Context: an optimization exercise on an open-source flow, tuned for small area. The choices shown serve that exercise and are no tape-out recipe. The RTL was checked by simulation tests, not by an equivalence proof against the original design. The clock input has no modelled driver; a real chip could not lean on it and would need a root buffer or a full tree. Power is estimated from default activity; no workload was simulated.

Design axi_stream_router, start of the top module:
module axi_stream_router (
    input  logic         clk,
    input  logic         rst,
    input  logic         s_tvalid,
    input  logic [21:0]  s_tdata,
    output logic         s_tready,
    input  logic         config_tvalid,
    input  logic [23:0]  config_tdata,
    output logic         config_tready,
    output logic         m0_tvalid,
    output logic [21:0]  m0_tdata,
    input  logic         m0_tready,
    output logic         m1_tvalid,
    output logic [21:0]  m1_tdata,
    input  logic         m1_tready,
    output logic         m2_tvalid,
    output logic [21:0]  m2_tdata,
    input  logic         m2_tready
);
    logic [2:0]  ph;
    logic [21:0] data;
    logic [7:0]  rem;
    logic [7:0]  cnt1, cnt2;
    assign s_tready      = ph[1];
    assign config_tready = ph[0] & ~ph[1];
    wire cap0 = ph[1] & ~ph[2] & s_tvalid & m0_tready;
    wire cap1 = ph[2] &  ph[0] & s_tvalid & m1_tready;
    wire cap2 = ph[1] & ~ph[0] & s_tvalid & m2_tready;
    wire cap  = cap0 | cap1 | cap2;
    wire zero = (rem == 8'd0);
    wire fin0 = zero & m0_tvalid & m0_tready & ~ph[2];
    wire fin1 = zero & m1_tvalid & m1_tready &  ph[0];
    wire fin2 = zero & m2_tvalid & m2_tready &  ph[1];
    wire fin  = fin0 | fin1 | fin2;
    always_ff @(posedge clk or posedge rst) begin
        if (rst) begin
            ph        <= 3'b000;
            m0_tvalid <= 1'b0;
            m1_tvalid <= 1'b0;
            m2_tvalid <= 1'b0;
        end else begin
            ph[0]     <= ph[0] ? ~fin1 : ~ph[2];
  ...
export LEC_CHECK = 0
export CAP_MARGIN = 20
export CORE_MARGIN = 2
export CORE_UTILIZATION = 40
export PLACE_DENSITY = 0.6
export SLEW_MARGIN = 20
create_clock -name core_clock -period 4.0 [get_ports {clk}]
standard.sh (not shown) runs the stock make flow with config.mk's settings and CLKGATE_MAP_FILE= SYNTH_SCRIPT=/design/flow/synth_recipe.tcl, a recipe that flattens the netlist after the stock synthesis.
==> flow/flow/run.sh <==
#!/bin/bash
# Standard ORFS layout with three changes:
#  - synthesis maps the logic with an area-oriented ABC script (flow/abc_area.script)
#    instead of ORFS's speed script; everything else in synthesis is the standard flow's own script;
#  - the port buffers use the smallest buffer cell;
#  - the clock tree is 2 clkbuf_16, one per group of registers (flow/cts_pre.tcl).
# Each tool's output goes to a log of its own in this folder (make_finish.log holds the
# make run; ORFS keeps per-step logs under orfs/logs/).
set -euo pipefail
WD=$(pwd)
cat > "$WD/synth_area.tcl" <<TCL
puts "synth_area.tcl: mapping with $WD/flow/abc_area.script"
proc abc {args} {
  set i [lsearch -exact \$args -script]
  if {\$i >= 0} { set args [lreplace \$args \$i [expr {\$i + 1}] -script $WD/flow/abc_area.script] }
  yosys abc {*}\$args
}
source $WD/synth_recipe.tcl
TCL
export CLK_BUF_CELL=sky130_fd_sc_hd__clkbuf_16
export CLK_BUF_GROUPS=2
bash standard.sh \
  "SYNTH_SCRIPT=$WD/synth_area.tcl" \
  "BUFFER_PORTS_ARGS=-buffer_cell sky130_fd_sc_hd__buf_1" \
  "PRE_CTS_TCL=$WD/flow/cts_pre.tcl" \
  finish > make_finish.log 2>&1
==> flow/flow/cts_pre.tcl <==
# Clock tree: the registers' clock pins are split into CLK_BUF_GROUPS groups by position
# (k-means), and each group gets one clock buffer at its centre, driven by the clock port.
# This replaces TritonCTS, which builds a root and four leaf buffers for this small design.
set cts_block [ord::get_db_block]
set cts_dbu [$cts_block getDbUnitsPerMicron]
set cts_net [$cts_block findNet clk]
set cts_k $::env(CLK_BUF_GROUPS)
set pins {}
foreach it [$cts_net getITerms] {
  set inst [$it getInst]
  set box [$inst getBBox]
  lappend pins [list "[$inst getName]/[[$it getMTerm] getName]" \
    [expr { ([$box xMin] + [$box xMax]) / 2.0 / $cts_dbu }] \
    [expr { ([$box yMin] + [$box yMax]) / 2.0 / $cts_dbu }]]
}
set pins [lsort -real -index 1 $pins]
set n [llength $pins]
# start from k slices along x
set cents {}
for { set c 0 } { $c < $cts_k } { incr c } {
  set p [lindex $pins [expr { int(($c + 0.5) * $n / $cts_k) }]]
  lappend cents [list [lindex $p 1] [lindex $p 2]]
}
for { set iter 0 } { $iter < 50 } { incr iter } {
  set groups {}
  for { set c 0 } { $c < $cts_k } { incr c } { lappend groups {} }
  foreach p $pins {
    set best 0
    set bd 1e30
    for { set c 0 } { $c < $cts_k } { incr c } {
      set dx [expr { [lindex $p 1] - [lindex $cents $c 0] }]
      set dy [expr { [lindex $p 2] - [lindex $cents $c 1] }]
      set d [expr { $dx * $dx + $dy * $dy }]
      if { $d < $bd } { set bd $d; set best $c }
    }
    lset groups $best [concat [lindex $groups $best] [list $p]]
  }
  set cents {}
  foreach g $groups {
    set sx 0.0; set sy 0.0
    foreach p $g { set sx [expr { $sx + [lindex $p 1] }]; set sy [expr { $sy + [lindex $p 2] }] }
    set m [expr { max(1, [llength $g]) }]
    lappend cents [list [expr { $sx / $m }] [expr { $sy / $m }]]
  }
}
set c 0
foreach g $groups cent $cents {
  if { [llength $g] == 0 } { continue }
  set loads {}
  foreach p $g { lappend loads [get_pins [lindex $p 0]] }
  puts "cts_pre: group $c, [llength $g] clock pins, $::env(CLK_BUF_CELL) at $cent"
  insert_buffer -buffer_cell $::env(CLK_BUF_CELL) -net clk -load_pins $loads -location $cent \
    -buffer_name clkbuf_leaf_$c -net_name clk_leaf_$c
  incr c
}
rename clock_tree_synthesis tritoncts_clock_tree_synthesis
proc clock_tree_synthesis { args } {
  puts "clock_tree_synthesis replaced by the clock buffers above"
  set_propagated_clock [all_clocks]
}
Other scripts of this flow, unchanged in this note and not shown: flow/flow/abc_area.script
Next try:
--- a/flow/flow/run.sh
+++ b/flow/flow/run.sh
@@ -5,3 +5,3 @@
 #  - the port buffers use the smallest buffer cell;
-#  - the clock tree is 2 clkbuf_16, one per group of registers (flow/cts_pre.tcl).
+#  - the clock tree is 3 clkbuf_8, one per group of registers (flow/cts_pre.tcl).
 # Each tool's output goes to a log of its own in this folder (make_finish.log holds the
@@ -19,4 +19,4 @@
 TCL
-export CLK_BUF_CELL=sky130_fd_sc_hd__clkbuf_16
-export CLK_BUF_GROUPS=2
+export CLK_BUF_CELL=sky130_fd_sc_hd__clkbuf_8
+export CLK_BUF_GROUPS=3
 bash standard.sh \
First-iteration DRC count rose by 64%.
Sequential share of layout area rose by 0.22 points.
Worst hold slack hardly moves.
Routed wire length rose by 0.76%.
Final cell count rose by 0.32%.
In every run of this note, the design's own scripts or RTL, not TritonCTS, make the clock network.

axi_stream_router, a different RTL version from the one above (not shown whole).
For scale: ~150 cells after synthesis, roughly 120 I/O pins.
// axi_stream_router
module axi_stream_router (
    input  logic         clk,
    input  logic         rst,
    input  logic         s_tvalid,
    input  logic [21:0]  s_tdata,
    output logic         s_tready,
    input  logic         config_tvalid,
    input  logic [23:0]  config_tdata,
    output logic         config_tready,
    output logic         m0_tvalid,
    output logic [21:0]  m0_tdata,
    input  logic         m0_tready,
    output logic         m1_tvalid,
    output logic [21:0]  m1_tdata,
    input  logic         m1_tready,
    output logic         m2_tvalid,
    output logic [21:0]  m2_tdata,
    input  logic         m2_tready
);
Settings: LEC_CHECK=0, CAP_MARGIN=20, CORE_AREA=3 3 77 77, DIE_AREA=0 0 80 80, PLACE_DENSITY=0.9, SLEW_MARGIN=20; clock period 4.0 ns.
==> flow/flow/run.sh <==
#!/bin/bash
# Standard ORFS layout with three changes:
#  - synthesis maps the logic with an area-oriented ABC script with mfs3 area recovery (flow/abc_area.script)
#    instead of ORFS's speed script; everything else in synthesis is the standard flow's own script;
#  - the port buffers use the smallest buffer cell;
#  - the clock tree is 4 buffers, one per group of registers, each sized up from buf_4
#    until its estimated slew is low enough (flow/cts_pre.tcl).
# Each tool's output goes to a log of its own in this folder (make_finish.log holds the
# make run; ORFS keeps per-step logs under orfs/logs/).
set -euo pipefail
WD=$(pwd)
cat > "$WD/synth_area.tcl" <<TCL
puts "synth_area.tcl: mapping with $WD/flow/abc_area.script"
proc abc {args} {
  set i [lsearch -exact \$args -script]
  if {\$i >= 0} { set args [lreplace \$args \$i [expr {\$i + 1}] -script $WD/flow/abc_area.script] }
  yosys abc {*}\$args
}
source $WD/synth_recipe.tcl
TCL
export CLK_BUF_CELL=sky130_fd_sc_hd__buf_4
export CLK_BUF_GROUPS=4
export CLK_SLEW_EST_NS=0.130
bash standard.sh \
  "SYNTH_SCRIPT=$WD/synth_area.tcl" \
  "BUFFER_PORTS_ARGS=-buffer_cell sky130_fd_sc_hd__buf_1" \
  "PRE_CTS_TCL=$WD/flow/cts_pre.tcl" \
  finish > make_finish.log 2>&1
==> flow/flow/abc_area.script <==
&get -n
&st
&dch
&nf -a -R 1000
&put
mfs3 -a
topo
==> flow/flow/cts_pre.tcl <==
# Clock tree: the registers' clock pins are split into CLK_BUF_GROUPS groups of equal size by
# position (k-means), and each group gets one clock buffer at its centre, driven by the clock port.
# This replaces TritonCTS, which builds a root and four leaf buffers for this small design.
set cts_block [ord::get_db_block]
set cts_dbu [$cts_block getDbUnitsPerMicron]
set cts_net [$cts_block findNet clk]
set cts_k $::env(CLK_BUF_GROUPS)
set pins {}
foreach it [$cts_net getITerms] {
  set inst [$it getInst]
  set box [$inst getBBox]
  lappend pins [list "[$inst getName]/[[$it getMTerm] getName]" \
    [expr { ([$box xMin] + [$box xMax]) / 2.0 / $cts_dbu }] \
    [expr { ([$box yMin] + [$box yMax]) / 2.0 / $cts_dbu }]]
}
set pins [lsort -real -index 1 $pins]
set n [llength $pins]
# start from k slices along x
set cents {}
for { set c 0 } { $c < $cts_k } { incr c } {
  set p [lindex $pins [expr { int(($c + 0.5) * $n / $cts_k) }]]
  lappend cents [list [lindex $p 1] [lindex $p 2]]
}
# k-means with equal group sizes: each round assigns the closest pin-centre pairs first, with
# at most ceil(n / k) pins per group, then moves each centre to the mean of its group.
set cap [expr { ($n + $cts_k - 1) / $cts_k }]
for { set iter 0 } { $iter < 30 } { incr iter } {
  set pairs {}
  for { set i 0 } { $i < $n } { incr i } {
    set p [lindex $pins $i]
    for { set c 0 } { $c < $cts_k } { incr c } {
      set dx [expr { [lindex $p 1] - [lindex $cents $c 0] }]
      set dy [expr { [lindex $p 2] - [lindex $cents $c 1] }]
      lappend pairs [list [expr { $dx * $dx + $dy * $dy }] $i $c]
    }
  }
  set pairs [lsort -real -index 0 $pairs]
  set taken [lrepeat $n 0]
  set sizes [lrepeat $cts_k 0]
  set groups [lrepeat $cts_k {}]
  foreach pr $pairs {
    lassign $pr d i c
    if { [lindex $taken $i] || [lindex $sizes $c] >= $cap } { continue }
    lset taken $i 1
    lset sizes $c [expr { [lindex $sizes $c] + 1 }]
    lset groups $c [concat [lindex $groups $c] [list [lindex $pins $i]]]
  }
  set cents {}
  foreach g $groups {
    set sx 0.0; set sy 0.0
    foreach p $g { set sx [expr { $sx + [lindex $p 1] }]; set sy [expr { $sy + [lindex $p 2] }] }
    set m [expr { max(1, [llength $g]) }]
    lappend cents [list [expr { $sx / $m }] [expr { $sy / $m }]]
  }
}
set c 0
foreach g $groups cent $cents {
  if { [llength $g] == 0 } { continue }
  set loads {}
  foreach p $g { lappend loads [get_pins [lindex $p 0]] }
  puts "cts_pre: group $c, [llength $g] clock pins, $::env(CLK_BUF_CELL) at $cent"
  insert_buffer -buffer_cell $::env(CLK_BUF_CELL) -net clk -load_pins $loads -location $cent \
    -buffer_name clkbuf_leaf_$c -net_name clk_leaf_$c
  incr c
}
# Size each clock buffer up until the placement estimate of the slew at its registers' clock
# pins is at most CLK_SLEW_EST_NS (the estimate reads about 15 ps above the signed-off slew).
set_propagated_clock [all_clocks]
set cts_sizes {sky130_fd_sc_hd__buf_4 sky130_fd_sc_hd__buf_6 sky130_fd_sc_hd__clkbuf_8 sky130_fd_sc_hd__clkbuf_16}
proc cts_worst_slew { inst } {
  set w 0.0
  set net [get_nets -of_objects [get_pins [get_full_name $inst]/X]]
  foreach p [get_pins -of_objects $net -filter "direction == input"] {
    set s [get_property $p slew_max]
    if { $s > $w } { set w $s }
  }
  return $w
}
estimate_parasitics -placement
foreach inst [get_cells clkbuf_leaf_*] {
  set i [lsearch -exact $cts_sizes [get_property $inst ref_name]]
  while { [set w [cts_worst_slew $inst]] > $::env(CLK_SLEW_EST_NS) && $i >= 0 && $i < [llength $cts_sizes] - 1 } {
    incr i
    puts "cts_pre: [get_full_name $inst] estimated slew $w ns, now [lindex $cts_sizes $i]"
    replace_cell $inst [lindex $cts_sizes $i]
    estimate_parasitics -placement
  }
  puts "cts_pre: [get_full_name $inst] [get_property $inst ref_name], estimated slew [cts_worst_slew $inst] ns"
}
rename clock_tree_synthesis tritoncts_clock_tree_synthesis
proc clock_tree_synthesis { args } {
  puts "clock_tree_synthesis replaced by the clock buffers above"
  set_propagated_clock [all_clocks]
}
The baseline completed with no timing, DRC or antenna violations.
Change:
--- a/flow/flow/run.sh
+++ b/flow/flow/run.sh
@@ -5,4 +5,3 @@
 #  - the port buffers use the smallest buffer cell;
-#  - the clock tree is 4 buffers, one per group of registers, each sized up from buf_4
-#    until its estimated slew is low enough (flow/cts_pre.tcl).
+#  - the clock tree is 4 buf_4, one per group of registers (flow/cts_pre.tcl).
 # Each tool's output goes to a log of its own in this folder (make_finish.log holds the
@@ -22,3 +21,2 @@
 export CLK_BUF_GROUPS=4
-export CLK_SLEW_EST_NS=0.130
 bash standard.sh \
--- a/flow/flow/cts_pre.tcl
+++ b/flow/flow/cts_pre.tcl
@@ -65,26 +65,2 @@
 }
-# Size each clock buffer up until the placement estimate of the slew at its registers' clock
-# pins is at most CLK_SLEW_EST_NS (the estimate reads about 15 ps above the signed-off slew).
-set_propagated_clock [all_clocks]
-set cts_sizes {sky130_fd_sc_hd__buf_4 sky130_fd_sc_hd__buf_6 sky130_fd_sc_hd__clkbuf_8 sky130_fd_sc_hd__clkbuf_16}
-proc cts_worst_slew { inst } {
-  set w 0.0
-  set net [get_nets -of_objects [get_pins [get_full_name $inst]/X]]
-  foreach p [get_pins -of_objects $net -filter "direction == input"] {
-    set s [get_property $p slew_max]
-    if { $s > $w } { set w $s }
-  }
-  return $w
-}
-estimate_parasitics -placement
-foreach inst [get_cells clkbuf_leaf_*] {
-  set i [lsearch -exact $cts_sizes [get_property $inst ref_name]]
-  while { [set w [cts_worst_slew $inst]] > $::env(CLK_SLEW_EST_NS) && $i >= 0 && $i < [llength $cts_sizes] - 1 } {
-    incr i
-    puts "cts_pre: [get_full_name $inst] estimated slew $w ns, now [lindex $cts_sizes $i]"
-    replace_cell $inst [lindex $cts_sizes $i]
-    estimate_parasitics -placement
-  }
-  puts "cts_pre: [get_full_name $inst] [get_property $inst ref_name], estimated slew [cts_worst_slew $inst] ns"
-}
 rename clock_tree_synthesis tritoncts_clock_tree_synthesis
What happened: Core utilization stays flat; register-to-register slack is about the same; via count is about the same; area after synthesis is unchanged; total power falls by about 0.7%; cell area hardly moves; critical path depth does not change; wire length is about the same; global-route usage does not change; clock power falls by about 4%.
Change:
--- a/flow/flow/run.sh
+++ b/flow/flow/run.sh
@@ -2,6 +2,6 @@
 # Standard ORFS layout with three changes:
-#  - synthesis maps the logic with an area-oriented ABC script with mfs3 area recovery (flow/abc_area.script)
+#  - synthesis maps the logic with an area-oriented ABC script (flow/abc_area.script)
 #    instead of ORFS's speed script; everything else in synthesis is the standard flow's own script;
 #  - the port buffers use the smallest buffer cell;
-#  - the clock tree is 4 buf_4, one per group of registers (flow/cts_pre.tcl).
+#  - the clock tree is 3 clkbuf_8, one per group of registers (flow/cts_pre.tcl).
 # Each tool's output goes to a log of its own in this folder (make_finish.log holds the
@@ -19,4 +19,4 @@
 TCL
-export CLK_BUF_CELL=sky130_fd_sc_hd__buf_4
-export CLK_BUF_GROUPS=4
+export CLK_BUF_CELL=sky130_fd_sc_hd__clkbuf_8
+export CLK_BUF_GROUPS=3
 bash standard.sh \
==> flow/flow/abc_area.script (replaced) <==
&get -n
&st
&dch
&nf -a -R 1000
&put
--- a/flow/flow/cts_pre.tcl
+++ b/flow/flow/cts_pre.tcl
@@ -1,3 +1,3 @@
-# Clock tree: the registers' clock pins are split into CLK_BUF_GROUPS groups of equal size by
-# position (k-means), and each group gets one clock buffer at its centre, driven by the clock port.
+# Clock tree: the registers' clock pins are split into CLK_BUF_GROUPS groups by position
+# (k-means), and each group gets one clock buffer at its centre, driven by the clock port.
 # This replaces TritonCTS, which builds a root and four leaf buffers for this small design.
@@ -23,9 +23,8 @@
 }
-# k-means with equal group sizes: each round assigns the closest pin-centre pairs first, with
-# at most ceil(n / k) pins per group, then moves each centre to the mean of its group.
-set cap [expr { ($n + $cts_k - 1) / $cts_k }]
-for { set iter 0 } { $iter < 30 } { incr iter } {
-  set pairs {}
-  for { set i 0 } { $i < $n } { incr i } {
-    set p [lindex $pins $i]
+for { set iter 0 } { $iter < 50 } { incr iter } {
+  set groups {}
+  for { set c 0 } { $c < $cts_k } { incr c } { lappend groups {} }
+  foreach p $pins {
+    set best 0
+    set bd 1e30
     for { set c 0 } { $c < $cts_k } { incr c } {
@@ -33,15 +32,6 @@
       set dy [expr { [lindex $p 2] - [lindex $cents $c 1] }]
-      lappend pairs [list [expr { $dx * $dx + $dy * $dy }] $i $c]
+      set d [expr { $dx * $dx + $dy * $dy }]
+      if { $d < $bd } { set bd $d; set best $c }
     }
-  }
-  set pairs [lsort -real -index 0 $pairs]
-  set taken [lrepeat $n 0]
-  set sizes [lrepeat $cts_k 0]
-  set groups [lrepeat $cts_k {}]
-  foreach pr $pairs {
-    lassign $pr d i c
-    if { [lindex $taken $i] || [lindex $sizes $c] >= $cap } { continue }
-    lset taken $i 1
-    lset sizes $c [expr { [lindex $sizes $c] + 1 }]
-    lset groups $c [concat [lindex $groups $c] [list [lindex $pins $i]]]
+    lset groups $best [concat [lindex $groups $best] [list $p]]
   }
Settings changed: CORE_AREA 3 3 77 77 to default, CORE_MARGIN from default to 2, CORE_UTILIZATION from default to 40, DIE_AREA 0 0 80 80 to default, PLACE_DENSITY 0.9 to 0.6.
Outcome: The changed run went through all stages and came out clean. Setup slack improved by 0.018 ns. Routed wire length shrinks by 14%. Power grows by 0.38%.
No run of this note takes its clock network from TritonCTS; it comes from the design's own scripts or RTL.

afterwards: timing with drivers on the ports:
In the flow no input, the clock included, has a driving cell. The finished layouts below were timed again as built, in two steps. Step 1 assumes that a clkbuf_16 drives the clock port and a buf_2 every other input. Step 2 also shifts input and output timing later by t, the mid clock arrival at the registers, as if the neighbouring blocks saw the same clock. Slacks: ideal ports / drivers / drivers and shift; pairs: ideal ports / drivers.
run | t (ns) | setup WS [ns] | worst setup path after step 2 | latest minus earliest clock arrival (ns)
the first run of note 1 | 0.202 | 0.897 / 0.897 / 0.897 | register to register | 0.023 / 0.023
the second run of note 1 | 0.203 | 0.873 / 0.873 / 0.873 | register to register | 0.016 / 0.016
the first run of note 2 | 0.188 | 1.412 / 1.436 / 1.248 | input to register | 0.035 / 0.036
the second run of note 2 | 0.200 | 1.413 / 1.435 / 1.236 | input to register | 0.011 / 0.011
the third run of note 2 | 0.198 | 1.431 / 1.431 / 1.304 | input to register | 0.033 / 0.033
After both steps setup and hold are still met in every run listed. The setup slack of the second run of note 2, which loses most, moves by +0.022 ns with the drivers and by -0.177 ns with both steps.
